Source: an optimization exercise on an open RTL-to-GDS flow (aim: small area, a short achievable clock period and few clock cycles per item). Production flows keep margins and buffers that such runs may drop.
The RTL was checked by simulation tests, not by an equivalence proof against the original design.

==> flow/design.v (outline; a module is shown in full before it is edited, if it fits) <==
// module tanh: 1632 lines
// module tanh_fa: 4 lines
// module tanh_ha: 4 lines
module tanh (
    input  clk,
    input  rst,
    input  [13:0] i_x,
    input  i_valid,
    output o_ready,
    output [13:0] o_fx,
    output o_valid,
    input  i_ready
);
  // ...
==> flow/run.sh <==
#!/bin/bash
# synth_recipe.tcl (not shown) runs the flow's synth.tcl, then flattens the netlist and writes it again
# the make line also repeats each setting of config.mk as NAME=value (left out here)
make -C /OpenROAD-flow-scripts/flow DESIGN_CONFIG=/design/flow/config.mk WORK_HOME=/design/flow/orfs CLKGATE_MAP_FILE= SYNTH_SCRIPT=/design/flow/synth_recipe.tcl finish
==> flow/config.mk <==
export PLATFORM = sky130hd
export DESIGN_NAME = tanh
export DESIGN_NICKNAME = tanh
export VERILOG_FILES = /design/flow/design.v
export SDC_FILE = /design/flow/constraint.sdc
export NUM_CORES = 4
export LEC_CHECK = 0
export CAP_MARGIN = 20
export CORE_MARGIN = 2
export CORE_UTILIZATION = 40
export SETUP_SLACK_MARGIN = 5
export SLEW_MARGIN = 20
export SYNTH_HIERARCHICAL = 1
export SYNTH_MINIMUM_KEEP_SIZE = 0
==> flow/constraint.sdc <==
create_clock -name core_clock -period 8.0 [get_ports {clk}]
set_input_delay 1.6000 -clock core_clock [delete_from_list [all_inputs] [get_ports {clk}]]
set_output_delay 1.6000 -clock core_clock [all_outputs]
set_load 0.01 [all_outputs]
==> run summary, run 1 <==
- The H-tree generated during clock tree synthesis spans 3 levels.
- The met1 track utilization from global routing is 20.5%.
- The count of clock-net buffers in the final layout is 80.
- The number of multi-input combinational cells in the layout is 2057.
- The via count of the first global-routing pass is 26059.
- Cells fill 48.2% of the core in the end.
- The floorplan has 116 rows.
- The flow ran to the end and the layout has no timing, DRC or antenna violations.
- The overall die area is 0.104 mm^2.
- The net count of the finished layout is 3929.
- For the worst-skew pair, the clock arrives at the later sink with an insertion delay of between 0.6 and 0.7 ns.
- The count of inverters not on the clock network in the layout is about 130.
- Of the total standard cell area in the layout, the sequential portion is 38.1%.
- The cell family contributing the most delay on the critical path is adder cells.
- The initial antenna violation count is 0.
- The worst pin sits at a relative slew slack of 30.1%.
- The busiest layer in global routing is met2.
- For this run, the number of Yosys warnings is 7.
- The HPWL after detailed placement is 57.7 mm.
- The core region is 0.100 mm^2.
- In this run the worst path has a maximum fanout of 6.
- For this configuration, the core starts out at a cell density of 40.4%.
- The first global-routing pass estimated 140 mm of wire.
- The commonest non-fill, non-tap cell in the layout is edfxtp_1.
- The multi-input combinational cells in the finished layout cover a total of 0.0217 mm^2.
- The largest total area in the synthesized netlist belongs to edfxtp_1.
- In this run the number of cells on the critical path is 7.
- The final non-filler cell area is 0.0483 mm^2.
- Together, buffers and inverters on the worst path number 1.
- The cell seen most often among critical-path stages is fa_2.
- The count of cells in the finished layout, fillers not included, comes to 4653.
Testbench counts, summed over its fixed seeds: cycles 16,112, items 16,000.
==> run 2: changes to the inputs <==
--- a/flow/config.mk
+++ b/flow/config.mk
@@ -9,5 +9,5 @@
 export CORE_MARGIN = 2
 export CORE_UTILIZATION = 40
-export SETUP_SLACK_MARGIN = 5
+export SETUP_SLACK_MARGIN = 4.5
 export SLEW_MARGIN = 20
 export SYNTH_HIERARCHICAL = 1
==> run 2 against run 1 <==
  * Critical path type unchanged
  * Via count shrank 6.8%
  * Count of clock-buffer cells in the layout shrank 3
  * Largest cell class unchanged
  * Sequential share of layout area grew 3.4 points
==> run summary, run 2 <==
- The flow ran to the end and the layout has no timing, DRC or antenna violations.
- The clock arrives with roughly 0.026 ns of skew.
- Leaving out fill and tap cells, the most frequent cells in the layout are edfxtp_1 (600), xnor2_1 (407), a22oi_1 (365).
- After synthesis the cells add up to 0.0404 mm^2.
- The count of flip-flops with a built-in enable after synthesis is 600.
- The commonest non-fill, non-tap cell in the layout is edfxtp_1.
- The area added between synthesis and finish is 9.59%.
- The slowest cell on the critical path is edfxtp_1.
- The multi-input gate area in the final layout was 0.0209 mm^2 (-3.4%).
- The count of mapped cells out of synthesis is about 3000.
- Across every metal layer, demand over resource in global routing totals 16.2%.
- Across all layers, the routed design uses 23206 vias.
- The placer's final routability congestion estimate is 0.861.
- The overall die area came to 0.104 mm^2 (unchanged).
- The number of H-tree branching levels came to 3 (unchanged).
- Sorting the synthesized cells by area gives the leading types as edfxtp_1 (45%), fa_1 (16%), ha_1 (8.9%).
- Derived from the worst setup path, the maximum achievable clock frequency is about 0.3 GHz.
- The filler cells instantiated in the layout total 8919.
- In this run, the number of DRC markers left after iteration 0 of detailed routing was 1766.
- The post-layout minimum cycle time is 3.33 ns.
- The count of nets left with antenna violations after detail routing is 0.
- The commonest cells after synthesis are edfxtp_1 (600), xnor2_1 (408), a22oi_1 (365), fa_1 (319), ha_1 (287).
- In the final timing run, aggregate negative setup slack is 0 ns.
- The latest clock arrival within the worst-skew pair is 0.62 ns (about the same).
- The number of detailed-route iterations in the first pass is 5.
- After clock tree synthesis, the clock-pin slew on the worst setup and hold paths is around 0.07 ns.
- The busiest layer in global routing is met2.
- The die span in y is 322 um.
- The final worst-path cycle share is 41.7%.
- The cell row count is 116 (unchanged).
- The largest single stage delay on the critical path is 0.96 ns.
- The core area came to 0.100 mm^2 (unchanged).
- Summed over its instances, the top area cell type makes up 44.5% of the synthesized netlist area.
- The tree is rooted in a clkbuf_16.
- The maximum number of pins on one net before global-route repair is 174.
- Pin placement for this block handled 34 I/O pins.
- The count of nets after finishing is 3547 (-9.7%).
- The via count normalized by instance count is around 5.4.
- The global-route met3 utilization is 2.41%.
- The maximum count of clock buffers along a single path is 3.
- The netlist uses 76 different library cells.
- For this block, the routed nets add up to 82.5 mm of wire.
- The maximum net fanout on the critical path was 16 (+10).
- The worst slew margin relative to its limit was 22.4% (-7.7 points).
- The first-pass GRT wire length is 134 mm (-4.0%).
- The critical path goes through xnor2_1 > fa_1 > fa_1 > fa_1 > fa_1.
- Summed over all layers, the global routing overflow is 0.
- The sink count of the clock tree is 617.
- The actual transition at the worst max-transition pin is about 1.2 ns.
- The most frequent cell after synthesis is edfxtp_1.
- The worst setup path category is reg2reg.
- The warning count from the yosys run is 7 (unchanged).
- The initial antenna violation count is 1 (+1).
- The count of final setup violators is 0.
- The HPWL after detailed placement came to 58.3 mm (+1.0%).
- 0 antenna diodes ended up in the layout.
- The max-cap violation count is 0.
- The met2 track utilization from global routing is 28.2%.
- The proportion of synthesized flip-flops having asynchronous set or reset is 0%.
- Counting every net in the synthesized netlist gives 3636.
- In the final routed layout, each cell accounts on average for between 15 and 20 um.
- In the final layout, the share of cells above drive strength 1 is 6.55%.
- The clock tree from TritonCTS is yes.
- The worst setup path is captured at a flop.
- The hold buffer count at CTS is 0.
- The initial core utilization is 40.4% (unchanged).
- The post-synthesis area per instance is 13.4 um^2.
- The worst hold slack after final layout is 0.412 ns.
- The data required time of the worst path is between 8 and 9 ns.
- The number of buffers created by CTS is 68.
- The total count of hold-check failures in the final report is 0.
- The via count of the first global-routing pass is 24673 (-5.3%).
- The worst setup path is launched from a flop.
- Setup repair after global routing left no endpoint under its margin.
- The share of the yosys chip area belonging to registers is 45.4%.
- The sequential cell area is ~0.018 mm^2.
- The critical path arrival is 3.69 ns.
- In this run, synthesis produced a sequential element count of 617.
- The DRC violation count after routing is 0.
- The die width is 322 um.
- The met1 track utilization from global routing is 20.7% (+0.20 points).
- The dominant cell type by area after synthesis is edfxtp_1.
- During placement, the flow inserted port buffers numbering 33.
- The flip-flop cell with the highest count after synthesis is edfxtp_1.
- The max-slew violation total from the final report came to 0.
- The cell seen most often among critical-path stages is fa_1.
- In this run the worst hold path is classified as reg2reg.
==> run 2: path summary, 6_finish.rpt <==
check / start / cells past startpoint / slack, ns / endpoint
worst min-delay path: x_s4[2] / 0 / 0.41 / x_s5[2]
worst min register to register: x_s4[2] / 0 / 0.41 / x_s5[2]
worst max register to register: d4_neg[2] / 5 / 4.67 / m5_ha[7]
worst max-delay path: d4_neg[2] / 5 / 4.67 / m5_ha[7]
==> run 2: kinds of logic after synthesis <==
| logic type | share of synthesized area (%) |
|---|---|
| fa+ha+maj | 24.7 |
| flops | 45.4 |
| buf+inv | 3.14 |
| compound gates | 11.4 |
| simple gates | 3.52 |
| mux | 1.42 |
| xor+xnor | 10.5 |
==> run 2: metal layers <==
metal | vias up | routed length, um
li1 | 10688 | -
met1 | 11830 | 34800
met2 | 556 | 41600
met3 | 132 | 3460
met4 | 0 | 2620
met5 | - | 0
==> run 2: through the flow <==
step	area [um^2]	setup slack (ns)	instances	utilization (%)
after floorplan	40600	2.25	3012	-
after global placement	41800	4.28	4144	41.8
after detailed placement	41800	4.19	4144	41.8
after CTS	44200	4.45	4267	44.2
after global routing	44300	4.50	4274	44.3
final	44300	4.67	4274	44.3
==> run 2: what timing repair did <==
item | in CTS | in global routing
pin swaps | 0 | 3
setup buffers | 0 | 6
endpoints found under the setup margin | 174 | 121
resized for setup | 5 | 3
==> run 2: critical path, delay by kind of cell, from the launching register on <==
kind,cells,cell delay [ns]
xor gates and xnor gates,1,0.22
adders and majority gates,4,1.88
DFF,1,0.96
==> run 2: cell type report <==
cell class / count / share of cell area (%)
Clock buffer: 77 / 3.99
Clock inverter: 46 / 1.48
Inverter: 132 / 1.12
Multi-Input combinational cell: 2057 / 47.2
Sequential cell: 617 / 41.4
Tap cell: 1298 / 3.66
Timing Repair Buffer: 47 / 1.09
==> run 2: Yosys stat by module, one instance, submodules excluded <==
module	cells	flops+latches	area, um^2
tanh	2619	617	33100
tanh_fa	1	0	20.0
tanh_ha	1	0	12.5
==> run 3: changes to the inputs <==
--- a/flow/config.mk
+++ b/flow/config.mk
@@ -9,5 +9,5 @@
 export CORE_MARGIN = 2
 export CORE_UTILIZATION = 40
-export SETUP_SLACK_MARGIN = 4.5
+export SETUP_SLACK_MARGIN = 4.85
 export SLEW_MARGIN = 20
 export SYNTH_HIERARCHICAL = 1
==> run 3 against run 2 <==
  * Register-to-register slack improved by 0.21 ns
  * Largest cell class unchanged
  * Utilization increased by 1.9 points
  * Highest routed layer unchanged
  * Worst hold slack got worse by 0.010 ns
==> run summary, run 3 <==
- The worst hold slack after final layout was 0.402 ns (-0.0102 ns).
- The clock tree skew after final layout is 0.0248 ns (-0.00118 ns).
- The worst register-to-register path begins at m4_hb[0].
- The actual transition at the worst max-transition pin is 1.15 ns (-0.00521 ns).
- The max-slew violation total from the final report was 0 (unchanged).
- The proportion of synthesized flip-flops having asynchronous set or reset is 0% (unchanged).
- The via count of the routed design was 24243 (+4.5%).
- The maximum count of clock buffers along a single path is 3 (unchanged).
- The initial antenna violation count came to 0 (-1).
- The count of nets after finishing is 3773 (+6.4%).
- The worst setup path is captured at a flop.
- The share of the yosys chip area belonging to registers is 45.4% (unchanged).
- In the post-synthesis netlist, the cell with the most instances is edfxtp_1.
- The source of the worst hold timing path is x_s9[13].
- The warning count from the yosys run is 7 (unchanged).
- The count of buffering cells on the critical path with inverters included is 0 (unchanged).
- The worst setup path category is reg2reg.
- The overall die area is 0.104 mm^2 (unchanged).
- The accumulated negative setup slack came to 0 ns (unchanged).
- The end of the worst register-to-register path is d4_two[4].
- The fraction of final layout cells with drive strength greater than 1 is 14.1% (+7.5 points).
- The utilization of the core after routing is 46.1% (+1.9 points).
- The sink count of the clock tree is 617 (unchanged).
- The count of inserted antenna diode cells is 0 (unchanged).
- The HPWL after detailed placement came to 58.0 mm (-0.52%).
- The critical path goes through ha_1 > a21o_1 > a21o_1 > a2111oi_4 > o32a_1 > o21ai_2 > or2_4 > xor2_1 > ha_1 > mux2_2.
- The max-cap violation count is 0 (unchanged).
- The count of mapped cells out of synthesis is 3012 (unchanged).
- The commonest non-fill, non-tap cell in the layout is edfxtp_1.
- The first-pass GRT wire length is 136 mm (+1.4%).
- The critical path arrival is 3.48 ns (-0.21 ns).
- The library cell used as clock root buffer is clkbuf_16.
- The maximum net fanout on the critical path is 4 (-12).
- The die width came to 322 um (unchanged).
- Leaving out fill and tap cells, the most frequent cells in the layout are edfxtp_1 (600), xnor2_1 (407), a22oi_1 (363).
- The maximum number of pins on one net before global-route repair was 138 (-21%).
- The count of final setup violators came to 0 (unchanged).
- edfxtp_1 takes more of the synthesized area than any other cell.
- The kind of start point of the critical path is a flop.
- The clock-pin slew reported for the worst setup and hold paths after clock tree synthesis is 0.06 ns (about the same).
- The register-to-register path setup slack is 4.88 ns (+0.21 ns).
- The number of H-tree branching levels was 3 (unchanged).
- The number of cells on the worst reg-to-reg path is 10 (+5).
- The total count of hold-check failures in the final report is 0 (unchanged).
- The maximum single-stage delay on the critical path is 0.49 ns (-0.47 ns).
- The synthesized net count is 3636 (unchanged).
- Setup repair after global routing could not meet its margin everywhere.
- The latest clock arrival within the worst-skew pair was 0.63 ns (about the same).
- The core area is 0.100 mm^2 (unchanged).
- The netlist area before placement was 0.0404 mm^2 (unchanged).
- The post-layout minimum cycle time is 3.12 ns (-0.211 ns).
- Sorting the synthesized cells by how often they occur yields edfxtp_1 (600), xnor2_1 (408), a22oi_1 (365), fa_1 (319), ha_1 (287).
- The count of port buffers added during placement is 33 (unchanged).
- For this design, the slowest cell found on the critical path is a2111oi_4.
- The global-route usage over all layers is 16.4% (+0.16 points).
- The data required time of the worst path is 8.36 ns (about the same).
- The via count of the first global-routing pass is 25739 (+4.3%).
- The final wirelength is 84.6 mm (+2.6%).
- The kind of path behind the tightest hold check is reg2reg.
- The count of flip-flops with a built-in enable after synthesis is 600 (unchanged).
- The number of storage elements in the synthesis netlist is 617 (unchanged).
- The number of stages on the worst hold path is 0 (unchanged).
- The final worst-path cycle share was 39.0% (-2.6 points).
- Relative to the synthesized area, the layout overhead comes to 14.2%.
- The flow ran to the end and the layout has no timing, DRC or antenna violations.
- The number of buffers created by CTS is 68 (unchanged).
- In the post-synthesis netlist, the biggest area contributors are edfxtp_1 (45%), fa_1 (16%), ha_1 (8.9%).
- For this run, the leading register cell type out of synthesis is edfxtp_1.
- The hold buffer count at CTS is 0 (unchanged).
- The worst slew margin relative to its limit came to 22.7% (+0.35 points).
- The placer's final routability congestion estimate came to 0.871 (+1.2%).
- The I/O pin count is 34 (unchanged).
- The highest attainable clock frequency is 0.320 GHz (+6.7%).
- The DRC violation count after routing is 0 (unchanged).
- The smallest setup slack after layout is 4.88 ns (+0.211 ns).
- The remaining global-route overflow was 0 (unchanged).
- The detailed-route wire length per cell is 18.8 um (-2.5%).
- TritonCTS built the clock tree.
- The initial core utilization is 40.4% (unchanged).
- The die span in y came to 322 um (unchanged).
- The post-synthesis area per instance is 13.4 um^2 (unchanged).
- The count of nets left with antenna violations after detail routing came to 0 (unchanged).
- The cell family contributing the most delay on the critical path is compound AO/OA/AOI/OAI gates.
- The worst slack after detailed placement was 4.20 ns (+0.0108 ns).
- The via count normalized by instance count is 5.39 (-0.76%).
- The number of detailed-route iterations in the first pass is 7 (+2).
- The end point of the worst hold path is x_s10[13].
- The number of unique standard cell types used by synthesis is 76 (unchanged).
- The portion of synthesized cell area occupied by the leading cell type came to 44.5% (unchanged).
- The cell row count is 116 (unchanged).
- The number of design-rule violations left by the first detailed-router iteration was 1531 (-13%).
- The number of fillers in the final layout was 8776 (-1.6%).
[run 3: cell type report]
| class | instances | area [um^2] | area share, % |
|---|---|---|---|
| Multi-Input combinational cell | 2057 | 21200 | 45.9 |
| Sequential cell | 617 | 18400 | 39.7 |
| Timing Repair Buffer | 273 | 2330 | 5.05 |
| Clock buffer | 78 | 1740 | 3.76 |
| Tap cell | 1298 | 1620 | 3.51 |
| Inverter | 132 | 495 | 1.07 |
| Clock inverter | 44 | 468 | 1.01 |
[run 3: kinds of logic after synthesis]
group                      share of synthesized area, %
buffers and inverters                              3.14
AOI/OAI and AO/OA                                  11.4
and+or+nand+nor                                    3.52
xor gates and xnor gates                           10.5
DFF                                                45.4
muxes                                              1.42
adders and majority gates                          24.7
[run 3: worst max path at each step]
stage / startpoint / endpoint / cells past startpoint
6_report: m4_hb[0] / d4_two[4] / 10
4_1_cts: adv / o_ready / 1
5_1_grt: m2_ha[0] / d2_two[4] / 13
3_5_place_dp: i_ready / e0[5] / 4
2_1_floorplan: adv / ov_r / 10
3_3_place_gp: i_ready / e0[10] / 4
[run 3: metal layers]
metal,GRT usage (%),part of all wire [%]
met1,20.0,41
met3,2.24,3.7
met5,0,0
met4,6.69,3.3
met2,29.2,52
[run 3: per-stage QoR]
step | instance area, um^2 | cells
final | 46200 | 4499
after global placement | 41800 | 4147
after global routing | 46200 | 4499
after floorplan | 40600 | 3012
after CTS | 45000 | 4382
after detailed placement | 41800 | 4147
[run 3: modules after synthesis, one instance, submodules excluded]
module | area, um^2 | cells inside | copies in the design | flops+latches
tanh | 33100 | 2619 | 1 | 617
tanh_fa | 20.0 | 1 | 319 | 0
tanh_ha | 12.5 | 1 | 74 | 0
[run 3: what timing repair did]
| item | in CTS | in global routing |
|---|---|---|
| gates resized for setup | 26 | 45 |
| setup buffers | 113 | 117 |
| setup endpoints to repair | 39 | 62 |
| pin swaps | 15 | 24 |
| hold endpoints to repair | 0 | 0 |
==> run 4: changes to the inputs <==
--- a/flow/config.mk
+++ b/flow/config.mk
@@ -9,5 +9,6 @@
 export CORE_MARGIN = 2
 export CORE_UTILIZATION = 40
-export SETUP_SLACK_MARGIN = 4.85
+export GPL_ROUTABILITY_DRIVEN = 0
+export SETUP_SLACK_MARGIN = 4.7
 export SLEW_MARGIN = 20
 export SYNTH_HIERARCHICAL = 1
==> run 4 against run 3 <==
  * Cell count down 2.1%
  * Die area did not move
  * Sequential cell count did not move
  * Non-clock buffer count down 93
  * First-iteration DRC count is 7.1% higher
  * Count of clock-buffer cells in the layout is 8 higher
==> run summary, run 4 <==
- The first-pass GRT wire length is 134 mm (-1.9%).
- The endpoint identified for the worst register-to-register timing path is d2_two[4].
- The max-cap violation count is 0 (unchanged).
- The multi-input gate area in the final layout is 0.0210 mm^2 (-0.74%).
- The initial antenna violation count is 0 (unchanged).
- The latest clock arrival within the worst-skew pair was 0.63 ns (about the same).
- The number of design-rule violations left by the first detailed-router iteration is 1640 (+7.1%).
- The most common cell in the synthesized netlist is edfxtp_1.
- The worst hold path begins at q_s8[9].
- Setup repair after global routing could not meet its margin everywhere.
- The post-synthesis area per instance is 13.4 um^2 (unchanged).
- The overall die area is 0.104 mm^2 (unchanged).
- The count of final setup violators was 0 (unchanged).
- The accumulated negative setup slack was 0 ns (unchanged).
- The number of unique standard cell types used by synthesis is 76 (unchanged).
- The maximum net fanout on the critical path is 4 (unchanged).
- The number of cells on the worst reg-to-reg path is 14 (+4).
- The last element of the critical path is d2_two[4].
- The cell count after placement is 4145 (-0.048%).
- The maximum single-stage delay on the critical path is 0.39 ns (-0.10 ns).
- The number of detailed-route iterations in the first pass is 5 (-2).
- The detailed-route wire length per cell is 18.8 um (-0.28%).
- The commonest non-fill, non-tap cell in the layout is edfxtp_1.
- The max-slew violation total from the final report came to 0 (unchanged).
- The core area was 0.100 mm^2 (unchanged).
- Traced cell by cell, the critical path runs through ha_1 > a211oi_4 > o21ai_2 > a311oi_2 > buf_4 > o21ba_2 > a21oi_2 > xor2_1 > inv_1 > ha_4 > nand2_1 > a21oi_1 > a311oi_2 > nand2_1.
- The DRC violation count after routing is 0 (unchanged).
- Leaving out fill and tap cells, the most frequent cells in the layout are edfxtp_1 (600), xnor2_1 (407), a22oi_1 (365).
- The die span in y is 322 um (unchanged).
- The count of inserted antenna diode cells was 0 (unchanged).
- The total count of hold-check failures in the final report is 0 (unchanged).
- The remaining global-route overflow is 0 (unchanged).
- The final wirelength is 82.7 mm (-2.3%).
- The area added between synthesis and finish is 12.1%.
- The number of fillers in the final layout came to 8921 (+1.7%).
- The post-layout minimum cycle time was 3.26 ns (+0.132 ns).
- The worst slack after detailed placement is 4.21 ns (+0.0112 ns).
- For this design, the slowest cell found on the critical path is a311oi_2.
- TritonCTS built the clock tree.
- The number of buffers created by CTS was 69 (+1.5%).
- The min-delay analysis places its worst path in the category reg2reg.
- The via count of the routed design is 23812 (-1.8%).
- The I/O pin count is 34 (unchanged).
- The global-route usage over all layers is 16.0% (-0.42 points).
- The flip-flop cell with the highest count after synthesis is edfxtp_1.
- The non-filler instance count after layout is 4406 (-2.1%).
- The clock tree skew after final layout came to 0.0234 ns (-0.00141 ns).
- The maximum number of pins on one net before global-route repair is 184 (+33%).
- The share of the yosys chip area belonging to registers is 45.4% (unchanged).
- The actual transition at the worst max-transition pin is 1.08 ns (-0.0736 ns).
- The netlist area before placement is 0.0404 mm^2 (unchanged).
- The largest total area in the synthesized netlist belongs to edfxtp_1.
- The sink count of the clock tree is 617 (unchanged).
- The count of port buffers added during placement came to 33 (unchanged).
- The worst register-to-register path begins at m2_hc.
- The clock-pin slew reported for the worst setup and hold paths after clock tree synthesis is 0.06 ns (about the same).
- The count of flip-flops with a built-in enable after synthesis is 600 (unchanged).
- The worst setup path is launched from a flop.
- The cell row count is 116 (unchanged).
- The count of nets left with antenna violations after detail routing is 0 (unchanged).
- The count of mapped cells out of synthesis was 3012 (unchanged).
- The portion of synthesized cell area occupied by the leading cell type is 44.5% (unchanged).
- After synthesis, the cell types taking the most area are edfxtp_1 (45%), fa_1 (16%), ha_1 (8.9%).
- The run finished with no timing, DRC or antenna violations.
- The register-to-register path setup slack is 4.74 ns (-0.13 ns).
- The fraction of final layout cells with drive strength greater than 1 is 10.5% (-3.6 points).
- The maximum count of clock buffers along a single path is 3 (unchanged).
- The critical path arrival is 3.62 ns (+0.14 ns).
- By startpoint and endpoint, the worst setup path is classified as reg2reg.
- The via count normalized by instance count came to 5.40 (+0.30%).
- The final worst-path cycle share came to 40.7% (+1.6 points).
- The synthesized net count was 3636 (unchanged).
- The data required time of the worst path was 8.37 ns (about the same).
- The initial core utilization is 40.4% (unchanged).
- The proportion of synthesized flip-flops having asynchronous set or reset is 0% (unchanged).
- The number of H-tree branching levels is 3 (unchanged).
- The via count of the first global-routing pass came to 24968 (-3.0%).
- The number of storage elements in the synthesis netlist is 617 (unchanged).
- In the synthesized netlist, the cells that appear most often are edfxtp_1 (600), xnor2_1 (408), a22oi_1 (365), fa_1 (319), ha_1 (287).
- The smallest setup slack after layout is 4.74 ns (-0.132 ns).
- The die width is 322 um (unchanged).
- The HPWL after detailed placement came to 57.7 mm (-0.47%).
- The warning count from the yosys run came to 7 (unchanged).
- The start point of the critical path is m2_hc.
- The worst slew margin relative to its limit is 28.3% (+5.6 points).
- The count of nets after finishing is 3681 (-2.4%).
- The highest attainable clock frequency is 0.307 GHz (-4.0%).
- The sequential cell area is 0.0184 mm^2 (unchanged).
- STA classifies the critical path endpoint as a flop.
- The cell sitting at the root of the clock tree is a clkbuf_16.
run 4: cell counts after synthesis:
Identical to the previous run, type by type.
run 4: how the worst min path moves through the flow:
stage / end / slack, ns / cells past startpoint
after detailed placement: q_s7[0] / 0.40 / 0
after floorplan: q_s5[0] / 0.40 / 0
after global routing: q_s9[9] / 0.42 / 0
after global placement: x_s7[12] / 0.40 / 0
after CTS: q_s9[9] / 0.40 / 0
final: q_s9[9] / 0.41 / 0
run 4: metrics by stage:
| stage | hold slack (ns) | instance area, um^2 | util [%] |
|---|---|---|---|
| floorplan | 0.400 | 40600 | - |
| global placement | 0.400 | 41800 | 41.8 |
| detailed placement | 0.405 | 41800 | 41.8 |
| CTS | 0.404 | 44300 | 44.2 |
| global route | 0.422 | 45400 | 45.3 |
| finish | 0.406 | 45400 | 45.3 |
run 4: critical path, delay by kind of cell, from the launching register on:
family,cells,cell delay (ns)
flops,1,0.37
xor+xnor,1,0.25
simple gates,2,0.15
buf+inv,2,0.28
compound gates,7,1.41
fa+ha+maj,2,0.53
run 4: layout make-up:
cell class	instances	share of cell area, %
Clock buffer	86	3.99
Clock inverter	36	0.828
Multi-Input combinational cell	2057	46.4
Timing Repair Buffer	180	3.65
Sequential cell	617	40.5
Inverter	132	1.09
Tap cell	1298	3.58
run 4: kinds of logic after synthesis:
group	synth area share, %
adder cells (fa/ha/maj)	24.7
XOR/XNOR	10.5
flip-flops	45.4
AND/OR/NAND/NOR	3.52
buffers and inverters	3.14
multiplexers	1.42
AO/OA/AOI/OAI	11.4
run 4: metal layers:
layer	share of wire, %	GRT usage [%]	up-vias
li1	-	-	10965
met1	42	19.6	12173
met2	52	28.3	515
met3	3.7	2.55	159
met4	3.2	5.90	0
met5	0	0	-
run 4: Yosys stat by module, one instance, submodules excluded:
module | cells inside | copies in the design
tanh | 2619 | 1
tanh_ha | 1 | 74
tanh_fa | 1 | 319
run 4: repair_timing:
action | in CTS | in global routing
cloned | 0 | 0
gates resized for setup | 8 | 17
setup endpoints to repair | 83 | 56
hold buffers | 0 | 0
buffers inserted | 25 | 114
pin swaps | 3 | 16
==> run 5: changes to the inputs <==
--- a/flow/config.mk
+++ b/flow/config.mk
@@ -9,5 +9,4 @@
 export CORE_MARGIN = 2
 export CORE_UTILIZATION = 40
-export GPL_ROUTABILITY_DRIVEN = 0
 export SETUP_SLACK_MARGIN = 4.7
 export SLEW_MARGIN = 20
==> run 5 against run 4 <==
  * Still clean on timing, DRC and antenna
  * Fmax is 1.8% higher
  * Highest routed layer unchanged
  * Via count shrank 1.2%
  * Worst hold slack better by 0.0040 ns
  * Cell area shrank 0.56%
  * Cell count shrank 0.50%
  * Global-route usage shrank 0.34 points
==> run summary, run 5 <==
- The count of flip-flops with a built-in enable after synthesis was 600 (unchanged).
- The max-slew violation total from the final report is 0 (unchanged).
- The initial antenna violation count is 0 (unchanged).
- The first-pass GRT wire length came to 131 mm (-2.2%).
- The kind of start point of the critical path is a flop.
- The count of final setup violators came to 0 (unchanged).
- The worst setup path is of the reg2reg kind.
- The critical path arrival is 3.56 ns (-0.06 ns).
- The library cell used most frequently in the layout, excluding fill and tap cells, is edfxtp_1.
- The share of the yosys chip area belonging to registers is 45.4% (unchanged).
- The remaining global-route overflow is 0 (unchanged).
- The startpoint of the most critical register-to-register path is x0[13].
- In the synthesized netlist, the cells that appear most often are edfxtp_1 (600), xnor2_1 (408), a22oi_1 (365), fa_1 (319), ha_1 (287).
- The fraction of final layout cells with drive strength greater than 1 is 9.69% (-0.80 points).
- The HPWL after detailed placement is 56.9 mm (-1.4%).
- The actual transition at the worst max-transition pin is 1.13 ns (+0.0564 ns).
- The utilization of the core after routing is 45.0% (-0.25 points).
- The most frequent cell after synthesis is edfxtp_1.
- The highest attainable clock frequency came to 0.313 GHz (+1.8%).
- By area the synthesized netlist is led by edfxtp_1 (45%), fa_1 (16%), ha_1 (8.9%).
- The proportion of synthesized flip-flops having asynchronous set or reset is 0% (unchanged).
- The area added between synthesis and finish is 11.5%.
- The final non-filler cell area was 0.0451 mm^2 (-0.56%).
- The count of inserted antenna diode cells is 0 (unchanged).
- The end of the worst register-to-register path is m1_ha[9].
- The worst slew margin relative to its limit is 24.6% (-3.8 points).
- The synthesized design spends more area on one cell type than any other, namely edfxtp_1.
- The count of nets after finishing was 3657 (-0.65%).
- The via count of the routed design is 23538 (-1.2%).
- TritonCTS built the clock tree.
- The clock tree skew after final layout was 0.0240 ns (+0.000545 ns).
- Setup repair after global routing could not meet its margin everywhere.
- The die span in y is 322 um (unchanged).
- The worst slack after detailed placement was 4.23 ns (+0.0201 ns).
- The count of port buffers added during placement is 33 (unchanged).
- The met1 track utilization from global routing came to 19.4% (-0.21 points).
- The flip-flop cell with the highest count after synthesis is edfxtp_1.
- The max-cap violation count was 0 (unchanged).
- The number of storage elements in the synthesis netlist came to 617 (unchanged).
- The number of cells on the worst reg-to-reg path is 5 (-9).
- The netlist area before placement is 0.0404 mm^2 (unchanged).
- The sink count of the clock tree is 617 (unchanged).
- The library cell used as clock root buffer is clkbuf_16.
- The cell area reported after detailed placement is 0.0418 mm^2 (about the same).
- The cell row count is 116 (unchanged).
- The register-to-register path setup slack was 4.80 ns (+0.06 ns).
- The number of design-rule violations left by the first detailed-router iteration is 1471 (-10%).
- The latest clock arrival within the worst-skew pair came to 0.62 ns (about the same).
- The synthesized net count is 3636 (unchanged).
- The die width is 322 um (unchanged).
- The maximum count of clock buffers along a single path is 3 (unchanged).
- The clock-pin slew reported for the worst setup and hold paths after clock tree synthesis is 0.06 ns (about the same).
- The flow ran to the end and the layout has no timing, DRC or antenna violations.
- The DRC violation count after routing is 0 (unchanged).
- The portion of synthesized cell area occupied by the leading cell type is 44.5% (unchanged).
- The met2 track utilization from global routing is 27.6% (-0.63 points).
- The post-layout minimum cycle time came to 3.20 ns (-0.0586 ns).
- The top cell types in the final layout, fill and taps aside, are edfxtp_1 (600), xnor2_1 (407), a22oi_1 (365).
- The busiest layer in global routing is met2.
- The count of mapped cells out of synthesis came to 3012 (unchanged).
- The core area was 0.100 mm^2 (unchanged).
- The count of nets left with antenna violations after detail routing is 0 (unchanged).
- The number of detailed-route iterations in the first pass came to 5 (unchanged).
- The critical path ends at m1_ha[9].
- The number of H-tree branching levels is 3 (unchanged).
- The smallest setup slack after layout is 4.80 ns (+0.0586 ns).
- The warning count from the yosys run is 7 (unchanged).
- The initial core utilization is 40.4% (unchanged).
- The I/O pin count is 34 (unchanged).
- The kind of path behind the tightest hold check is reg2reg.
- The global-route usage over all layers is 15.6% (-0.34 points).
- STA classifies the critical path endpoint as a flop.
- The accumulated negative setup slack is 0 ns (unchanged).
- The post-synthesis area per instance is 13.4 um^2 (unchanged).
- The global-route met3 utilization is 2.28% (-0.27 points).
- The via count of the first global-routing pass is 24585 (-1.5%).
- The placer's final routability congestion estimate is 0.827.
- The maximum net fanout on the critical path is 13 (+9).
- The number of unique standard cell types used by synthesis was 76 (unchanged).
- The data required time of the worst path is 8.36 ns (about the same).
- The final wirelength was 80.4 mm (-2.7%).
- The number of buffers created by CTS was 68 (-1.4%).
- The detailed-route wire length per cell is 18.3 um (-2.2%).
- The most critical setup path has its startpoint at x0[13].
- The via count normalized by instance count is 5.37 (-0.65%).
- The overall die area came to 0.104 mm^2 (unchanged).
- The total count of hold-check failures in the final report came to 0 (unchanged).
- The final worst-path cycle share is 40.0% (-0.73 points).
- The maximum number of pins on one net before global-route repair was 190 (+3.3%).
-- run 5: cell types whose count changed in the layout (fill, tap and decap cells not counted), moves of 2 or more --
cell      change
buf_12        +2
buf_4        -24
buf_6         -2
clkbuf_1      -8
clkinv_1      +4
clkinv_2      +7
clkinv_8      -3
ha_1          +2
o21ai_1       +2
xor2_1        +3
xor2_2        -3
-- run 5: timing repair --
action	CTS	global route
buffers inserted	10	108
resized for setup	6	6
pin swaps	1	3
hold buffers	0	0
endpoints found under the setup margin	7	18
-- run 5: per-module statistics from Yosys (local to each module, per instance) --
module / cells / copies in the design
tanh_fa: 1 / 319
tanh_ha: 1 / 74
tanh: 2619 / 1
-- run 5: how the worst min path moves through the flow --
| stage | startpoint | to | slack [ns] | depth (start not counted) |
|---|---|---|---|---|
| global placement | x_s8[8] | x_s9[8] | 0.40 | 0 |
| global route | q_s6[1] | q_s7[1] | 0.42 | 0 |
| floorplan | q_s4[0] | q_s5[0] | 0.40 | 0 |
| detailed placement | q_s8[10] | q_s9[10] | 0.40 | 0 |
| CTS | x_s3[2] | x_s4[2] | 0.41 | 0 |
| finish | x_s3[2] | x_s4[2] | 0.41 | 0 |
-- run 5: layer usage --
layer,up-vias,part of all wire (%)
li1,10933,-
met1,11992,42
met2,481,51
met3,132,3.3
met4,0,3.3
met5,-,0
-- run 5: metrics by stage --
stage | cells | hold WS [ns]
2_1_floorplan | 3012 | 0.400
4_1_cts | 4276 | 0.410
3_5_place_dp | 4143 | 0.405
6_report | 4384 | 0.410
5_1_grt | 4384 | 0.417
3_3_place_gp | 4143 | 0.401
-- run 5: area by class of cell --
type / count / area (um^2)
Inverter: 132 / 495
Clock inverter: 44 / 344
Sequential cell: 617 / 18400
Multi-Input combinational cell: 2057 / 21000
Tap cell: 1298 / 1620
Fill cell: 8840 / 55000
Clock buffer: 79 / 1810
Timing Repair Buffer: 157 / 1510
-- run 5: worst max-delay path, cell delays in order (launching register included) --
cell      delay (ns)
edfxtp_1        0.89
nand2_1         0.18
fa_1            0.49
fa_1            0.46
fa_1            0.51
fa_1            0.40
-- run 5: logic make-up after synthesis --
kind of cell / share of synthesized area, %
buf+inv: 3.14
compound gates: 11.4
flops: 45.4
mux: 1.42
fa+ha+maj: 24.7
xor+xnor: 10.5
simple gates: 3.52
==> run 6: changes to the inputs <==
--- a/flow/config.mk
+++ b/flow/config.mk
@@ -9,4 +9,6 @@
 export CORE_MARGIN = 2
 export CORE_UTILIZATION = 40
+export CTS_CLUSTER_DIAMETER = 150
+export CTS_CLUSTER_SIZE = 30
 export SETUP_SLACK_MARGIN = 4.7
 export SLEW_MARGIN = 20
==> run 6 against run 5 <==
  * Fmax decreased by 1.5%
  * First-iteration DRC count decreased by 5.9%
  * Sequential share of layout area increased by 1.4 points
  * Sequential cell count unchanged
  * Synthesized cell count unchanged
  * Worst hold slack improved by 0.010 ns
  * Largest cell class unchanged
  * Clock skew increased by 0.0016 ns
  * Global-route usage decreased by 0.39 points
  * Critical path depth increased by 1
  * Count of clock-buffer cells in the layout decreased by 48
==> run summary, run 6 <==
- The flow ran to the end and the layout has no timing, DRC or antenna violations.
- The first-pass GRT wire length is 129 mm (-1.3%).
- The worst slew margin relative to its limit was 26.1% (+1.5 points).
- The slowest cell on the critical path is edfxtp_1.
- The worst setup path category is reg2reg.
- The max-cap violation count is 0 (unchanged).
- The remaining global-route overflow is 0 (unchanged).
- The maximum net fanout on the critical path is 14 (+1).
- The detailed-route wire length per cell is 18.5 um (+0.73%).
- The placer's final routability congestion estimate is 0.827 (unchanged).
- The number of cells on the worst reg-to-reg path is 6 (+1).
- The number of cells on the critical path is 6 (+1).
- The number of storage elements in the synthesis netlist is 617 (unchanged).
- The highest attainable clock frequency is 0.308 GHz (-1.5%).
- The initial core utilization is 40.4% (unchanged).
- The count of final setup violators is 0 (unchanged).
- The via count of the routed design is 23189 (-1.5%).
- The smallest setup slack after layout is 4.75 ns (-0.0501 ns).
- The count of nets after finishing is 3608 (-1.3%).
- The count of flip-flops with a built-in enable after synthesis is 600 (unchanged).
- Relative to the synthesized area, the layout overhead comes to 7.68%.
- The count of inserted antenna diode cells is 0 (unchanged).
- The fraction of final layout cells with drive strength greater than 1 is 7.49% (-2.2 points).
- The cell seen most often among critical-path stages is fa_1.
- The die width came to 322 um (unchanged).
- TritonCTS built the clock tree.
- The cell row count is 116 (unchanged).
- The I/O pin count came to 34 (unchanged).
- The number of buffers created by CTS is 24 (-65%).
- The critical path goes through a22oi_1 > xnor2_1 > fa_1 > fa_1 > fa_1 > fa_1.
- The final wirelength is 79.3 mm (-1.4%).
- The commonest cells after synthesis are edfxtp_1 (600), xnor2_1 (408), a22oi_1 (365), fa_1 (319), ha_1 (287).
- The hold buffer count at CTS is 0 (unchanged).
- The number of unique standard cell types used by synthesis is 76 (unchanged).
- The DRC violation count after routing is 0 (unchanged).
- The maximum single-stage delay on the critical path is 0.75 ns (-0.14 ns).
- The count of port buffers added during placement was 33 (unchanged).
- The latest clock arrival within the worst-skew pair was 0.62 ns (about the same).
- The maximum number of pins on one net before global-route repair is 190 (unchanged).
- The met1 track utilization from global routing is 19.4% (about the same).
- The max-slew violation total from the final report is 0 (unchanged).
- The actual transition at the worst max-transition pin is 1.11 ns (-0.0222 ns).
- The count of buffering cells on the critical path with inverters included came to 0 (unchanged).
- The number of stages on the worst hold path came to 0 (unchanged).
- The global-route usage over all layers is 15.3% (-0.39 points).
- The warning count from the yosys run was 7 (unchanged).
- The number of detailed-route iterations in the first pass is 6 (+1).
- The via count of the first global-routing pass is 24168 (-1.7%).
- The global-route met3 utilization is 1.33% (-0.96 points).
- After synthesis, the cell types taking the most area are edfxtp_1 (45%), fa_1 (16%), ha_1 (8.9%).
- The synthesized net count was 3636 (unchanged).
- The data required time of the worst path was 8.36 ns (about the same).
- The total count of hold-check failures in the final report came to 0 (unchanged).
- Among all flip-flop cells after synthesis, the most frequent one is edfxtp_1.
- Among cell families on the critical path, the largest total delay comes from adder cells.
- The maximum count of clock buffers along a single path is 3 (unchanged).
- The kind of start point of the critical path is a flop.
- The worst slack after detailed placement is 4.23 ns (unchanged).
- The number of H-tree branching levels is 1 (-2).
- The post-layout minimum cycle time was 3.25 ns (+0.0501 ns).
- The number of design-rule violations left by the first detailed-router iteration came to 1384 (-5.9%).
- The clock tree skew after final layout is 0.0255 ns (+0.00157 ns).
- In this run the most used layer during global routing was met2.
- The tree is rooted in a clkbuf_16.
- The share of the yosys chip area belonging to registers is 45.4% (unchanged).
- The overall die area was 0.104 mm^2 (unchanged).
- The HPWL after detailed placement is 56.9 mm (unchanged).
- The core area came to 0.100 mm^2 (unchanged).
- The portion of synthesized cell area occupied by the leading cell type is 44.5% (unchanged).
- The die span in y is 322 um (unchanged).
- The proportion of synthesized flip-flops having asynchronous set or reset is 0% (unchanged).
- The accumulated negative setup slack is 0 ns (unchanged).
- The netlist area before placement came to 0.0404 mm^2 (unchanged).
- The initial antenna violation count came to 1 (+1).
- The sink count of the clock tree was 617 (unchanged).
- The most frequent cell after synthesis is edfxtp_1.
- The count of mapped cells out of synthesis was 3012 (unchanged).
- The worst setup path is captured at a flop.
- Leaving out fill and tap cells, the most frequent cell in the layout is edfxtp_1.
- The post-synthesis area per instance is 13.4 um^2 (unchanged).
- Setup repair after global routing could not meet its margin everywhere.
- The final worst-path cycle share is 40.6% (+0.63 points).
- The dominant cell type by area after synthesis is edfxtp_1.
- The via count normalized by instance count is 5.41 (+0.68%).
- Leaving out fill and tap cells, the most frequent cells in the layout are edfxtp_1 (600), xnor2_1 (407), a22oi_1 (365).
- The critical path arrival is 3.61 ns (+0.05 ns).
- The clock-pin slew reported for the worst setup and hold paths after clock tree synthesis is 0.12 ns (+0.06 ns).
- The count of nets left with antenna violations after detail routing is 0 (unchanged).
- The kind of path behind the tightest hold check is reg2reg.
- The met2 track utilization from global routing is 27.8% (+0.14 points).
[run 6: cell counts after synthesis]
No cell type changed its count.
[run 6: layout make-up]
| class | instances | area, um^2 |
|---|---|---|
| Fill cell | 8975 | 56600 |
| Multi-Input combinational cell | 2057 | 21000 |
| Sequential cell | 617 | 18400 |
| Tap cell | 1298 | 1620 |
| Timing Repair Buffer | 152 | 1450 |
| Clock buffer | 31 | 627 |
| Inverter | 132 | 495 |
| Clock inverter | 3 | 32.5 |
[run 6: cell families (layout without fill, tap and decap cells)]
group           Yosys count  in the layout  share of synthesized area (%)
simple gates            279            279                           3.52
compound gates          637            637                           11.4
fa+ha+maj               606            606                           24.7
buf+inv                 338            318                           3.14
flops                   617            617                           45.4
xor+xnor                483            483                           10.5
mux                      52             52                           1.42
[run 6: routing by layer]
metal,vias up,part of all wire [%]
met1,11894,43
met4,0,2.2
met5,-,0
met2,439,52
li1,10768,-
met3,88,3.0
[run 6: per-module statistics from Yosys, one instance, submodules excluded]
| module | cell area (um^2) | cells inside |
|---|---|---|
| tanh_fa | 20.0 | 1 |
| tanh | 33100 | 2619 |
| tanh_ha | 12.5 | 1 |
[run 6: what timing repair did]
item,CTS,global route
buffers inserted,16,97
resized for setup,4,8
pin swaps,2,5
endpoints found under the setup margin,7,21
hold endpoints to repair,0,0
[run 6: final timing paths]
kind,from,endpoint,slack [ns]
worst max-delay path,q_s9[6],m5_ha[7],4.75
worst min-delay path,x_s9[8],x_s10[8],0.42
worst max register to register,q_s9[6],m5_ha[7],4.75
worst min register to register,x_s9[8],x_s10[8],0.42
[run 6: worst reg2reg max path, stage by stage (launching register included)]
cell      delay (ns)
edfxtp_1        0.75
a22oi_1         0.16
xnor2_1         0.28
fa_1            0.49
fa_1            0.42
fa_1            0.51
fa_1            0.40
[run 6: metrics by stage]
stage | util (%) | hold WS, ns | cell area (um^2) | std cells
2_1_floorplan | - | 0.400 | 40600 | 3012
3_3_place_gp | 41.8 | 0.401 | 41800 | 4143
3_5_place_dp | 41.8 | 0.405 | 41800 | 4143
4_1_cts | 42.6 | 0.417 | 42600 | 4193
5_1_grt | 43.5 | 0.426 | 43600 | 4290
6_report | 43.5 | 0.420 | 43600 | 4290
==> run 7: changes to the inputs <==
--- a/flow/config.mk
+++ b/flow/config.mk
@@ -7,8 +7,8 @@
 export LEC_CHECK = 0
 export CAP_MARGIN = 20
+export CELL_PAD_IN_SITES_DETAIL_PLACEMENT = 0
+export CELL_PAD_IN_SITES_GLOBAL_PLACEMENT = 0
 export CORE_MARGIN = 2
 export CORE_UTILIZATION = 40
-export CTS_CLUSTER_DIAMETER = 150
-export CTS_CLUSTER_SIZE = 30
 export SETUP_SLACK_MARGIN = 4.7
 export SLEW_MARGIN = 20
==> run 7 against run 6 <==
  * Register-to-register slack improved by 0.05 ns
  * Die area did not move
  * Cell area rose by 3.6%
  * Critical path type unchanged
  * Critical endpoint is now m1_ha[9]
  * Highest routed layer unchanged
==> run summary, run 7 <==
- The most numerous cell type found on the critical path is fa_1.
- The maximum number of pins on one net before global-route repair came to 190 (unchanged).
- The HPWL after detailed placement came to 56.9 mm (unchanged).
- The core area came to 0.100 mm^2 (unchanged).
- Setup repair after global routing could not meet its margin everywhere.
- STA classifies the critical path startpoint as a flop.
- The initial antenna violation count was 0 (-1).
- The number of H-tree branching levels is 3 (+2).
- The worst slack after detailed placement is 4.23 ns (unchanged).
- The highest attainable clock frequency is 0.313 GHz (+1.6%).
- By area the synthesized netlist is led by edfxtp_1 (45%), fa_1 (16%), ha_1 (8.9%).
- The netlist area before placement is 0.0404 mm^2 (unchanged).
- The number of design-rule violations left by the first detailed-router iteration is 1471 (+6.3%).
- Broken down by cell family, the worst path's largest delay share belongs to adder cells.
- The critical path goes through nand2_1 > fa_1 > fa_1 > fa_1 > fa_1.
- The number of storage elements in the synthesis netlist came to 617 (unchanged).
- The worst setup path is of the reg2reg kind.
- The post-synthesis area per instance is 13.4 um^2 (unchanged).
- The area growth from synthesis to layout is 11.5%.
- The latest clock arrival within the worst-skew pair was 0.62 ns (about the same).
- The count of final setup violators came to 0 (unchanged).
- The maximum single-stage delay on the critical path came to 0.89 ns (+0.14 ns).
- The count of nets after finishing is 3657 (+1.4%).
- Summed over all instances, the cell type with the most area after synthesis is edfxtp_1.
- The total count of hold-check failures in the final report is 0 (unchanged).
- In the layout the commonest cells are edfxtp_1 (600), xnor2_1 (407), a22oi_1 (365).
- The data required time of the worst path is 8.36 ns (about the same).
- The type of destination of the critical path is a flop.
- The kind of path behind the tightest hold check is reg2reg.
- The DRC violation count after routing came to 0 (unchanged).
- The slowest cell on the critical path is edfxtp_1.
- The via count of the routed design is 23538 (+1.5%).
- The accumulated negative setup slack came to 0 ns (unchanged).
- The count of inserted antenna diode cells is 0 (unchanged).
- The detailed-route wire length per cell is 18.3 um (-0.72%).
- The max-slew violation total from the final report came to 0 (unchanged).
- TritonCTS built the clock tree.
- The maximum net fanout on the critical path came to 13 (-1).
- The global-route usage over all layers is 15.6% (+0.39 points).
- The I/O pin count is 34 (unchanged).
- The share of the yosys chip area belonging to registers is 45.4% (unchanged).
- The overall die area is 0.104 mm^2 (unchanged).
- The post-layout minimum cycle time is 3.20 ns (-0.0501 ns).
- The first-pass GRT wire length came to 131 mm (+1.4%).
- The fraction of final layout cells with drive strength greater than 1 came to 9.69% (+2.2 points).
- The clock-pin slew reported for the worst setup and hold paths after clock tree synthesis is 0.06 ns (-0.06 ns).
- The final wirelength came to 80.4 mm (+1.5%).
- The via count of the first global-routing pass is 24585 (+1.7%).
- The count of buffering cells on the critical path with inverters included is 0 (unchanged).
- The cell row count is 116 (unchanged).
- Leaving out fill and tap cells, the most frequent cell in the layout is edfxtp_1.
- The count of flip-flops with a built-in enable after synthesis is 600 (unchanged).
- The die span in y is 322 um (unchanged).
- The remaining global-route overflow is 0 (unchanged).
- The final worst-path cycle share is 40.0% (-0.63 points).
- The number of buffers created by CTS came to 68 (+180%).
- The clock tree skew after final layout came to 0.0240 ns (-0.00157 ns).
- The synthesized net count was 3636 (unchanged).
- The max-cap violation count is 0 (unchanged).
- The placer's final routability congestion estimate is 0.827 (unchanged).
- The via count normalized by instance count is 5.37 (-0.67%).
- The number of unique standard cell types used by synthesis is 76 (unchanged).
- The worst slew margin relative to its limit came to 24.6% (-1.5 points).
- The portion of synthesized cell area occupied by the leading cell type was 44.5% (unchanged).
- By instance count, the leading cell after synthesis is edfxtp_1.
- The actual transition at the worst max-transition pin is 1.13 ns (+0.0222 ns).
- The critical path arrival is 3.56 ns (-0.05 ns).
- Counting instances in the post-synthesis netlist gives the leading cell types as edfxtp_1 (600), xnor2_1 (408), a22oi_1 (365), fa_1 (319), ha_1 (287).
- The proportion of synthesized flip-flops having asynchronous set or reset came to 0% (unchanged).
- The sink count of the clock tree is 617 (unchanged).
- The maximum count of clock buffers along a single path was 3 (unchanged).
- The warning count from the yosys run is 7 (unchanged).
- CTS placed an instance of clkbuf_16 at the clock tree root.
- The count of nets left with antenna violations after detail routing is 0 (unchanged).
- The initial core utilization is 40.4% (unchanged).
- The flow ran to the end and the layout has no timing, DRC or antenna violations.
- The number of detailed-route iterations in the first pass is 5 (-1).
- The flip-flop cell with the highest count after synthesis is edfxtp_1.
- The count of port buffers added during placement is 33 (unchanged).
- The die width is 322 um (unchanged).
- The smallest setup slack after layout is 4.80 ns (+0.0501 ns).
- The count of mapped cells out of synthesis is 3012 (unchanged).
[run 7: cell counts after synthesis]
Identical to the previous run, type by type.
[run 7: kinds of logic after synthesis]
logic type / count (synthesis) / share of synthesized area, %
AOI/OAI and AO/OA: 637 / 11.4
xor gates and xnor gates: 483 / 10.5
adders and majority gates: 606 / 24.7
buffers and inverters: 338 / 3.14
DFF: 617 / 45.4
muxes: 52 / 1.42
and+or+nand+nor: 279 / 3.52
[run 7: area by class of cell]
cell class / count / area [um^2]
Tap cell: 1298 / 1620
Timing Repair Buffer: 157 / 1510
Fill cell: 8840 / 55000
Sequential cell: 617 / 18400
Multi-Input combinational cell: 2057 / 21000
Clock buffer: 79 / 1810
Inverter: 132 / 495
Clock inverter: 44 / 344
[run 7: repair_timing]
item | CTS | global route
endpoints found under the setup margin | 7 | 18
pin swaps | 1 | 3
hold buffers | 0 | 0
resized for setup | 6 | 6
setup buffers | 10 | 108
hold endpoints to repair | 0 | 0
[run 7: final timing paths]
check                             start  endpoint  slack, ns  cells after the start
worst max register to register   x0[13]  m1_ha[9]       4.80                      5
worst max-delay path             x0[13]  m1_ha[9]       4.80                      5
worst min-delay path            x_s3[2]   x_s4[2]       0.41                      0
worst min register to register  x_s3[2]   x_s4[2]       0.41                      0
[run 7: Yosys stat by module (local to each module, per instance)]
| module | cells inside | times used | flops+latches | cell area, um^2 |
|---|---|---|---|---|
| tanh_fa | 1 | 319 | 0 | 20.0 |
| tanh_ha | 1 | 74 | 0 | 12.5 |
| tanh | 2619 | 1 | 617 | 33100 |
[run 7: metrics by stage]
stage                     instance area, um^2  hold slack [ns]  std cells  util (%)
final                                   45100            0.410       4384      45.0
after global routing                    45100            0.417       4384      45.0
after detailed placement                41800            0.405       4143      41.8
after global placement                  41800            0.401       4143      41.8
after floorplan                         40600            0.400       3012         -
after CTS                               44100            0.410       4276      44.0
[run 7: routing by layer]
metal / GRT usage, % / wire length (um) / up-vias
li1: - / - / 10933
met1: 19.4 / 34100 / 11992
met2: 27.6 / 41100 / 481
met3: 2.28 / 2650 / 132
met4: 5.65 / 2620 / 0
met5: 0 / 0 / -
==> run 8: changes to the inputs <==
--- a/flow/config.mk
+++ b/flow/config.mk
@@ -7,8 +7,8 @@
 export LEC_CHECK = 0
 export CAP_MARGIN = 20
-export CELL_PAD_IN_SITES_DETAIL_PLACEMENT = 0
-export CELL_PAD_IN_SITES_GLOBAL_PLACEMENT = 0
 export CORE_MARGIN = 2
 export CORE_UTILIZATION = 40
+export CTS_CLUSTER_DIAMETER = 100
+export CTS_CLUSTER_SIZE = 26
 export SETUP_SLACK_MARGIN = 4.7
 export SLEW_MARGIN = 20
==> run 8 against run 7 <==
  * Still clean
  * Area after synthesis is the same
  * Count of clock-buffer cells in the layout shrank 40
  * Setup slack lost 0.0014 ns
  * Worst hold slack gained 0.012 ns
  * Sequential cell count is the same
  * Critical path type unchanged
  * Highest routed layer unchanged
==> run summary, run 8 <==
- The library cell used most frequently in the layout, excluding fill and tap cells, is edfxtp_1.
- The clock tree skew after final layout came to 0.0276 ns (+0.00366 ns).
- The max-slew violation total from the final report is 0 (unchanged).
- The via count of the first global-routing pass is 24200 (-1.6%).
- The final worst-path cycle share is 40.0% (about the same).
- The total count of hold-check failures in the final report is 0 (unchanged).
- The worst slew margin relative to its limit is 26.8% (+2.2 points).
- By count the netlist is led by edfxtp_1 (600), xnor2_1 (408), a22oi_1 (365), fa_1 (319), ha_1 (287).
- The area added between synthesis and finish is 8.54%.
- In this run the worst hold path is classified as reg2reg.
- The multi-input gate area in the final layout was 0.0210 mm^2 (about the same).
- The cell area reported after detailed placement was 0.0418 mm^2 (unchanged).
- The share of the yosys chip area belonging to registers is 45.4% (unchanged).
- The number of unique standard cell types used by synthesis is 76 (unchanged).
- The number of buffers created by CTS is 29 (-57%).
- The final wirelength was 79.5 mm (-1.1%).
- The count of flip-flops with a built-in enable after synthesis is 600 (unchanged).
- The initial core utilization is 40.4% (unchanged).
- Setup repair after global routing could not meet its margin everywhere.
- The count of port buffers added during placement is 33 (unchanged).
- The final non-filler cell area is 0.0439 mm^2 (-2.7%).
- The cell row count is 116 (unchanged).
- The core area came to 0.100 mm^2 (unchanged).
- The worst setup path is captured at a flop.
- The number of H-tree branching levels was 1 (-2).
- The DRC violation count after routing is 0 (unchanged).
- The die span in y is 322 um (unchanged).
- The critical path is of the reg2reg type.
- The post-synthesis area per instance is 13.4 um^2 (unchanged).
- The fraction of final layout cells with drive strength greater than 1 came to 8.31% (-1.4 points).
- Among the stages of the critical path, the cell type that occurs most often is ha_1.
- The clock tree from TritonCTS is yes.
- The number of cells on the worst reg-to-reg path is 12 (+7).
- The count of nets left with antenna violations after detail routing came to 0 (unchanged).
- The count of mapped cells out of synthesis is 3012 (unchanged).
- The netlist area before placement was 0.0404 mm^2 (unchanged).
- In this run the critical register-to-register path is launched from q_s2[4].
- The portion of synthesized cell area occupied by the leading cell type came to 44.5% (unchanged).
- The top cell types in the final layout, fill and taps aside, are edfxtp_1 (600), xnor2_1 (407), a22oi_1 (365).
- The flow ran to the end and the layout has no timing, DRC or antenna violations.
- The slowest stage of the critical path is the edfxtp_1 cell.
- The warning count from the yosys run is 7 (unchanged).
- The highest attainable clock frequency came to 0.313 GHz (about the same).
- The global-route usage over all layers is 15.3% (-0.34 points).
- The first-pass GRT wire length is 129 mm (-1.1%).
- The count of final setup violators is 0 (unchanged).
- The count of buffering cells on the critical path with inverters included is 2 (+2).
- The number of design-rule violations left by the first detailed-router iteration is 1425 (-3.1%).
- The kind of start point of the critical path is a flop.
- The most frequent cell after synthesis is edfxtp_1.
- The maximum number of pins on one net before global-route repair is 190 (unchanged).
- The cell family contributing the most delay on the critical path is compound AO/OA/AOI/OAI gates.
- The actual transition at the worst max-transition pin is 1.10 ns (-0.0333 ns).
- The dominant cell type by area after synthesis is edfxtp_1.
- The initial antenna violation count is 0 (unchanged).
- The overall die area was 0.104 mm^2 (unchanged).
- The detailed-route wire length per cell is 18.4 um (+0.34%).
- The remaining global-route overflow is 0 (unchanged).
- The end point of the worst hold path is x_s2[2].
- The I/O pin count was 34 (unchanged).
- The maximum count of clock buffers along a single path is 3 (unchanged).
- The number of fillers in the final layout is 8938 (+1.1%).
- The cell sitting at the root of the clock tree is a clkbuf_16.
- The placer's final routability congestion estimate is 0.827 (unchanged).
- The smallest setup slack after layout was 4.80 ns (-0.00136 ns).
- In this run the critical register-to-register path is captured at d1_two[3].
- The start point of the critical path is q_s2[4].
- The critical path goes through inv_1 > ha_1 > ha_1 > a21o_1 > a221oi_2 > a21oi_1 > o21ai_0 > a21boi_0 > xor2_1 > buf_4 > ha_1 > mux2_2.
- The sequential cell area was 0.0184 mm^2 (unchanged).
- By area the synthesized netlist is led by edfxtp_1 (45%), fa_1 (16%), ha_1 (8.9%).
- The latest clock arrival within the worst-skew pair is 0.63 ns (about the same).
- The clock-pin slew reported for the worst setup and hold paths after clock tree synthesis is 0.10 ns (+0.04 ns).
- The critical path arrival is 3.59 ns (+0.03 ns).
- The worst hold slack after final layout came to 0.422 ns (+0.0118 ns).
- The source of the worst hold timing path is x_s1[2].
- The die width is 322 um (unchanged).
- The synthesized net count is 3636 (unchanged).
- The post-layout minimum cycle time is 3.20 ns (+0.00136 ns).
- The via count normalized by instance count is 5.38 (+0.20%).
- The number of stages on the worst hold path is 0 (unchanged).
- The data required time of the worst path is 8.39 ns (+0.03 ns).
- The sink count of the clock tree is 617 (unchanged).
- The maximum net fanout on the critical path is 3 (-10).
- The count of nets after finishing was 3632 (-0.68%).
- The number of detailed-route iterations in the first pass came to 5 (unchanged).
- The number of storage elements in the synthesis netlist was 617 (unchanged).
- The accumulated negative setup slack is 0 ns (unchanged).
- The flip-flop cell with the highest count after synthesis is edfxtp_1.
- The via count of the routed design is 23240 (-1.3%).
- The register-to-register path setup slack is 4.80 ns (about the same).
- The HPWL after detailed placement is 56.9 mm (unchanged).
- The worst slack after detailed placement is 4.23 ns (unchanged).
- The maximum single-stage delay on the critical path is 0.41 ns (-0.48 ns).
- The proportion of synthesized flip-flops having asynchronous set or reset came to 0% (unchanged).
- The max-cap violation count is 0 (unchanged).
- The count of inserted antenna diode cells was 0 (unchanged).
-- run 8: worst max path at each step --
stage,slack [ns],to,depth (start not counted)
global placement,4.29,e0[10],4
detailed placement,4.23,e0[10],4
floorplan,2.25,ov_r,10
global route,4.62,d1_two[3],12
finish,4.80,d1_two[3],12
CTS,4.66,d1_two[2],12
-- run 8: per-module statistics from Yosys, one instance, submodules excluded --
| module | area [um^2] | times used | flip-flops and latches | cells |
|---|---|---|---|---|
| tanh | 33100 | 1 | 617 | 2619 |
| tanh_fa | 20.0 | 319 | 0 | 1 |
| tanh_ha | 12.5 | 74 | 0 | 1 |
-- run 8: cell families (layout without fill, tap and decap cells) --
family	after synthesis	count (layout)	synth area share, %
simple gates	279	279	3.52
xor+xnor	483	483	10.5
mux	52	52	1.42
fa+ha+maj	606	606	24.7
buf+inv	338	348	3.14
flops	617	617	45.4
compound gates	637	637	11.4
-- run 8: final cells by class --
type | instances | area share (%)
clock buffer | 39 | 1.74
clock inverter | 6 | 0.168
inverter | 132 | 1.13
multi-input combinational | 2057 | 47.8
sequential | 617 | 41.8
tap | 1298 | 3.70
timing repair buffer | 171 | 3.67
-- run 8: routing by layer --
metal / global-route usage (%) / wire length (um) / vias to the layer above
li1: - / - / 10831
met1: 19.5 / 34100 / 11881
met2: 27.8 / 41200 / 439
met3: 1.38 / 2200 / 89
met4: 4.12 / 1980 / 0
met5: 0 / 0 / -
-- run 8: stage by stage --
step | cells | util (%)
after floorplan | 3012 | -
after global placement | 4143 | 41.8
after detailed placement | 4143 | 41.8
after CTS | 4202 | 42.7
after global routing | 4320 | 43.8
final | 4320 | 43.8
-- run 8: what timing repair did --
item,in CTS,in global routing
gates resized for setup,4,9
setup endpoints to repair,6,26
pin swaps,0,10
buffers inserted,14,118
hold buffers,0,0

[re-timing with driven ports]
How much do the figures lean on ideal ports? The routed layouts below were timed once more, with nothing changed but the port constraints. Step 1 assumes that a clkbuf_16 drives the clock port and a buf_2 every other input. Step 2 adds t to the input delays and takes it off the output delays; t is the mean of the earliest and latest rising clock arrival at the registers after step 1. Input paths then give back, and output paths get back, about the clock's delay inside the block. a / b / c = no drivers / after step 1 / after step 2; a / b = the first two.
| run | shift t [ns] | setup WS [ns] | worst hold slack (ns) | worst setup path after step 2 |
|---|---|---|---|---|
| run 1 | 0.681 | 4.892 / 4.892 / 4.467 | 0.407 / 0.407 / 0.407 | input to register |
| run 2 | 0.673 | 4.665 / 4.604 / 4.223 | 0.412 / 0.412 / 0.412 | input to register |
| run 3 | 0.680 | 4.876 / 4.853 / 4.507 | 0.402 / 0.402 / 0.402 | input to register |
| run 4 | 0.684 | 4.744 / 4.744 / 4.230 | 0.406 / 0.406 / 0.406 | input to register |
| run 5 | 0.671 | 4.803 / 4.782 / 4.262 | 0.410 / 0.410 / 0.410 | input to register |
| run 6 | 0.667 | 4.753 / 4.753 / 4.257 | 0.420 / 0.420 / 0.420 | input to register |
| run 7 | 0.671 | 4.803 / 4.782 / 4.262 | 0.410 / 0.410 / 0.410 | input to register |
| run 8 | 0.683 | 4.802 / 4.761 / 4.259 | 0.422 / 0.422 / 0.422 | input to register |
After both steps setup and hold are still met in every run listed. For run 8, which loses most, drivers alone change the setup slack by -0.041 ns; drivers and shift together by -0.543 ns.
